What follows belongs to an exercise in optimizing a design on an open flow for small area, a short achievable clock period and few clock cycles per item; a production flow would make more cautious choices. Only simulation tests tie the RTL to the original design; equivalence was not proved.

// geofence
module geofence ( clk,reset,X,Y,R,valid,is_inside);
input clk;
input reset;
input [9:0] X;
input [9:0] Y;
input [10:0] R;
output valid;
output is_inside;
reg [5:0] cyc;
reg valid_r, isin_r;
reg [1:0] opm;    
reg       npm;    
reg [2:0] npa, npb;
reg [2:0] nrot;   
reg       sq;     
reg [2:0] nre;    
reg       ce;     
reg [2:0] ci, cj;
reg       acc;    
localparam LAST = 6'd35;
always @(*) begin
    opm = 2'd0; sq = 1'b0; acc = 1'b0; ce = 1'b0; ci = 3'd0; cj = 3'd0;
    npm = 1'b0; npa = 3'd0; npb = 3'd0; nre = 3'd0; nrot = 3'd0;
    case (cyc)
    6'd0: begin opm = 2'd0; sq = 1'b0; acc = 1'b0; ce = 1'b0; ci = 3'd0; cj = 3'd0; npm = 1'b0; npa = 3'd0; npb = 3'd0; nre = 3'd0; nrot = 3'd1; end
    6'd1: begin opm = 2'd0; sq = 1'b0; acc = 1'b0; ce = 1'b0; ci = 3'd0; cj = 3'd0; npm = 1'b0; npa = 3'd0; npb = 3'd0; nre = 3'd0; nrot = 3'd2; end
    6'd2: begin opm = 2'd0; sq = 1'b0; acc = 1'b0; ce = 1'b0; ci = 3'd0; cj = 3'd0; npm = 1'b0; npa = 3'd1; npb = 3'd2; nre = 3'd0; nrot = 3'd3; end
    6'd3: begin opm = 2'd0; sq = 1'b0; acc = 1'b0; ce = 1'b0; ci = 3'd0; cj = 3'd0; npm = 1'b0; npa = 3'd1; npb = 3'd3; nre = 3'd0; nrot = 3'd4; end
    6'd4: begin opm = 2'd0; sq = 1'b0; acc = 1'b0; ce = 1'b0; ci = 3'd0; cj = 3'd0; npm = 1'b0; npa = 3'd2; npb = 3'd3; nre = 3'd0; nrot = 3'd5; end
    6'd5: begin opm = 2'd0; sq = 1'b0; acc = 1'b0; ce = 1'b1; ci = 3'd1; cj = 3'd2; npm = 1'b0; npa = 3'd1; npb = 3'd4; nre = 3'd0; nrot = 3'd0; end
    6'd6: begin opm = 2'd0; sq = 1'b0; acc = 1'b0; ce = 1'b1; ci = 3'd1; cj = 3'd3; npm = 1'b0; npa = 3'd2; npb = 3'd4; nre = 3'd0; nrot = 3'd1; end
    6'd7: begin opm = 2'd0; sq = 1'b0; acc = 1'b0; ce = 1'b1; ci = 3'd2; cj = 3'd3; npm = 1'b0; npa = 3'd3; npb = 3'd4; nre = 3'd0; nrot = 3'd2; end
    6'd8: begin opm = 2'd0; sq = 1'b0; acc = 1'b0; ce = 1'b1; ci = 3'd1; cj = 3'd4; npm = 1'b0; npa = 3'd1; npb = 3'd5; nre = 3'd0; nrot = 3'd3; end
  ...
For scale: ~4,800 cells after synthesis, ~0.041 mm² of cells after synthesis.
==> flow/config.mk <==
export PLATFORM = sky130hd
export DESIGN_NAME = geofence
export DESIGN_NICKNAME = geofence
export VERILOG_FILES = /design/flow/design.v
export SDC_FILE = /design/flow/constraint.sdc
export NUM_CORES = 4
export LEC_CHECK = 0
export ABC_CLOCK_PERIOD_IN_PS = 6000
export CAP_MARGIN = 20
export CORE_MARGIN = 2
export CORE_UTILIZATION = 40
export SLEW_MARGIN = 20
==> flow/constraint.sdc <==
create_clock -name core_clock -period 22.0 [get_ports {clk}]
set_input_delay 4.4000 -clock core_clock [delete_from_list [all_inputs] [get_ports {clk}]]
set_output_delay 4.4000 -clock core_clock [all_outputs]
set_load 0.01 [all_outputs]
standard.sh (not shown) runs the stock make flow with config.mk's settings and CLKGATE_MAP_FILE= SYNTH_SCRIPT=/design/flow/synth_recipe.tcl, a recipe that flattens the netlist after the stock synthesis.
==> flow/flow/run.sh <==
#!/bin/bash
# The standard layout (the standard.sh, unchanged synthesis and steps),
# with repair_timing asked for 16.5 ns of extra setup slack so that it works
# on the paths that set the achieved period. Same clock and constraints.
set -euo pipefail
bash standard.sh SETUP_SLACK_MARGIN=16.5 finish > flow_make.log 2>&1
Testbench counts at the start, summed over its fixed seeds: cycles 86,392, objects 2,400.
Rerun with:
--- a/flow/design.v
+++ b/flow/design.v
@@ -572,17 +572,17 @@
         ya = ya | (ring[m][20:11] & {10{sa[m]}});
         ra = ra | (ring[m][10:0]  & {11{sra[m]}});
         xb = xb | (ring[m][30:21] & {10{sb[m]}});
         yb = yb | (ring[m][20:11] & {10{sb[m]}});
         rb = rb | (ring[m][10:0]  & {11{srb[m]}});
     end
 end
 wire [10:0] sqo;             
-wire [9:0]  sqo1;            
+wire [10:0] sqo1;            
 reg  [11:0] rsum;            
 reg  [11:0] rdif;            
 wire [10:0] as = sqo;        
 reg  [21:0] p1, p2;          
 reg         g1, g2;          
 reg         gp1, gp2;        
 always @(posedge clk) begin
     rsum <= ra + rb;
@@ -662,17 +662,17 @@
     end
 end
 always @(posedge clk) begin
     for (m = 1; m < 6; m = m + 1)
         rank[m] <= rankn[m];
 end
 wire [21:0] sqi = sq ? p1 : p1 + p2;
 geofence_sqrt #(.NS(11), .CUT(11'b100_1001_000)) U_SQ (.clk(clk), .a(sqi), .root(sqo));
-geofence_sqrt #(.NS(10), .CUT(10'b10_0100_100)) U_SQ1 (.clk(clk), .a(p2[19:0]), .root(sqo1));
+geofence_sqrt #(.NS(11), .CUT(11'b100_1001_000)) U_SQ1 (.clk(clk), .a(p2), .root(sqo1));
 reg  [26:0] dacc;
 wire [26:0] dadd = {4'b0000, p1, 1'b0} + (gp2 ? {5'b00000, p2} : ~{5'b00000, p2}) + {26'd0, ~gp2};
 wire [26:0] dnew = dacc + dadd;
 always @(posedge clk) begin
     if (cyc == 6'd0)
         dacc <= 27'd0;
     else if (acc)
         dacc <= dnew;
- cell count rises by 0.91%
- sequential share of layout area shrinks by 0.11 points
- via count goes up by 1.2%
- setup slack gains 0.019 ns
- sequential cell count rose by 7
- routed wire length is higher by 0.33%
- register-to-register slack is about the same
Testbench counts after the change, summed over its fixed seeds: cycles 86,392, objects 2,400.

Another version of the RTL of geofence (not shown whole).
For scale: roughly 530 flip-flops, roughly 35 I/O pins, about 0.038 mm² of cells after synthesis.
## geofence
module geofence ( clk,reset,X,Y,R,valid,is_inside);
input clk;
input reset;
input [9:0] X;
input [9:0] Y;
input [10:0] R;
output valid;
output is_inside;
reg [5:0] cyc;
reg valid_r, isin_r;
reg [1:0] opm;    
reg       npm;    
reg [2:0] npa, npb;
reg       sq;     
reg [2:0] nre;    
reg       ce;     
reg [2:0] ci, cj;
reg       acc;    
localparam LAST = 6'd35;
always @(*) begin
    opm = 2'd0; sq = 1'b0; acc = 1'b0; ce = 1'b0; ci = 3'd0; cj = 3'd0;
    npm = 1'b0; npa = 3'd0; npb = 3'd0; nre = 3'd0;
    case (cyc)
    6'd0: begin opm = 2'd0; sq = 1'b0; acc = 1'b0; ce = 1'b0; ci = 3'd0; cj = 3'd0; npm = 1'b0; npa = 3'd0; npb = 3'd0; nre = 3'd0; end
    6'd1: begin opm = 2'd0; sq = 1'b0; acc = 1'b0; ce = 1'b0; ci = 3'd0; cj = 3'd0; npm = 1'b0; npa = 3'd0; npb = 3'd0; nre = 3'd0; end
    6'd2: begin opm = 2'd0; sq = 1'b0; acc = 1'b0; ce = 1'b0; ci = 3'd0; cj = 3'd0; npm = 1'b0; npa = 3'd4; npb = 3'd5; nre = 3'd0; end
    6'd3: begin opm = 2'd0; sq = 1'b0; acc = 1'b0; ce = 1'b0; ci = 3'd0; cj = 3'd0; npm = 1'b0; npa = 3'd3; npb = 3'd5; nre = 3'd0; end
    6'd4: begin opm = 2'd0; sq = 1'b0; acc = 1'b0; ce = 1'b0; ci = 3'd0; cj = 3'd0; npm = 1'b0; npa = 3'd3; npb = 3'd4; nre = 3'd0; end
    6'd5: begin opm = 2'd0; sq = 1'b0; acc = 1'b0; ce = 1'b1; ci = 3'd2; cj = 3'd3; npm = 1'b0; npa = 3'd1; npb = 3'd4; nre = 3'd0; end
    6'd6: begin opm = 2'd0; sq = 1'b0; acc = 1'b0; ce = 1'b1; ci = 3'd1; cj = 3'd3; npm = 1'b0; npa = 3'd1; npb = 3'd3; nre = 3'd0; end
    6'd7: begin opm = 2'd0; sq = 1'b0; acc = 1'b0; ce = 1'b1; ci = 3'd1; cj = 3'd2; npm = 1'b0; npa = 3'd1; npb = 3'd2; nre = 3'd0; end
    6'd8: begin opm = 2'd0; sq = 1'b0; acc = 1'b0; ce = 1'b1; ci = 3'd5; cj = 3'd2; npm = 1'b0; npa = 3'd4; npb = 3'd2; nre = 3'd0; end
    6'd9: begin opm = 2'd0; sq = 1'b0; acc = 1'b0; ce = 1'b1; ci = 3'd5; cj = 3'd1; npm = 1'b0; npa = 3'd4; npb = 3'd1; nre = 3'd0; end
    6'd10: begin opm = 2'd0; sq = 1'b0; acc = 1'b0; ce = 1'b1; ci = 3'd5; cj = 3'd0; npm = 1'b0; npa = 3'd4; npb = 3'd0; nre = 3'd0; end
    6'd11: begin opm = 2'd0; sq = 1'b0; acc = 1'b0; ce = 1'b1; ci = 3'd2; cj = 3'd0; npm = 1'b0; npa = 3'd4; npb = 3'd5; nre = 3'd0; end
    6'd12: begin opm = 2'd0; sq = 1'b0; acc = 1'b0; ce = 1'b1; ci = 3'd2; cj = 3'd5; npm = 1'b0; npa = 3'd0; npb = 3'd0; nre = 3'd0; end
  ...
clock: 22.0 ns
lec_check: 0
abc_clock_period_in_ps: 6000
cap_margin: 20
core_margin: 2
core_utilization: 40
cts_cluster_diameter: 150
cts_cluster_size: 20
slew_margin: 20
==> flow/flow/run.sh <==
#!/bin/bash
# The standard layout (the standard.sh, unchanged synthesis and steps),
# with repair_timing asked for 16.3 ns of extra setup slack so that it works
# on the paths that set the achieved period. Same clock and constraints.
set -euo pipefail
bash standard.sh SETUP_SLACK_MARGIN=16.3 finish > flow_make.log 2>&1
Testbench counts at the start, summed over its fixed seeds: cycles 86,392, objects 2,400.
Change:
--- a/flow/design.v
+++ b/flow/design.v
@@ -638,22 +638,22 @@
     gp1 <= g1;
     gp2 <= g2;
 end
 wire p2gt = p2 > p1;
 wire ccw = gp2 ? (gp1 ? p2gt : 1'b1) : (gp1 ? 1'b0 : !p2gt);
 always @(*) begin
     for (m = 0; m < 6; m = m + 1)
         posn[m] = pos[m] + {2'b00, ce && (ccw ? (cj == m) : (ci == m))};
 end
 wire [21:0] sqi = sq ? p1 : p1 + p2;
-geofence_sqrt #(.NS(11), .CUT(11'b001_0100_1000)) U_SQ (.clk(clk), .a(sqi), .root(sqo));
-geofence_sqrt #(.NS(10), .CUT(10'b00_1010_1000)) U_SQ1 (.clk(clk), .a(p2[19:0]), .root(sqo1));
+geofence_sqrt #(.NS(11), .CUT(11'b100_1001_000)) U_SQ (.clk(clk), .a(sqi), .root(sqo));
+geofence_sqrt #(.NS(10), .CUT(10'b10_0100_100)) U_SQ1 (.clk(clk), .a(p2[19:0]), .root(sqo1));
 reg  [24:0] dacc;
 wire [24:0] dadd = {2'b00, p1, 1'b0} + (gp2 ? {3'b000, p2} : ~{3'b000, p2}) + {24'd0, ~gp2};
 wire [24:0] dnew = dacc + dadd;
 always @(posedge clk) begin
     if (cyc == 6'd0)
         dacc <= 25'd0;
     else if (acc)
         dacc <= dnew;
     if (cyc == LAST - 6'd1)
         isin_r <= dnew[24] || (dnew == 25'd0);
After rerunning:
- non-clock buffer count came out higher by 40
- final area came out higher by 2.2%
- die area came out higher by 0.42%
- routed wire length came out higher by 3.4%
- setup slack loses 59 ps
- area after synthesis came out higher by 0.42%
- fmax came out lower by 1.0%
- global-route usage came out higher by 0.28 points
Testbench counts after the change, summed over its fixed seeds: cycles 86,392, objects 2,400.

-- port drivers added, routing unchanged --
No port has a modelled driver above. Below, the same layouts with a new extraction and two added sets of constraints.
Step 1 assumes that a clkbuf_16 drives the clock port and a buf_2 every other input.
Step 2, shift: input delay + t, output delay - t, t = (earliest + latest rising clock arrival at the registers) / 2. This alone moves slack from input paths to output paths.
Slacks: no drivers / after step 1 / after step 2; pairs: no drivers / after step 1.
run | t, ns | slack for setup (ns) | hold WS [ns]
the first run of note 1 | 0.717 | 16.418 / 16.353 / 16.483 | 0.305 / 0.305 / 0.305
the second run of note 1 | 0.720 | 16.437 / 16.367 / 16.477 | 0.324 / 0.324 / 0.324
the first run of note 2 | 0.693 | 16.417 / 16.355 / 16.491 | 0.331 / 0.331 / 0.331
the second run of note 2 | 0.688 | 16.358 / 16.295 / 16.483 | 0.321 / 0.321 / 0.321
After both steps every run listed still meets setup and hold.
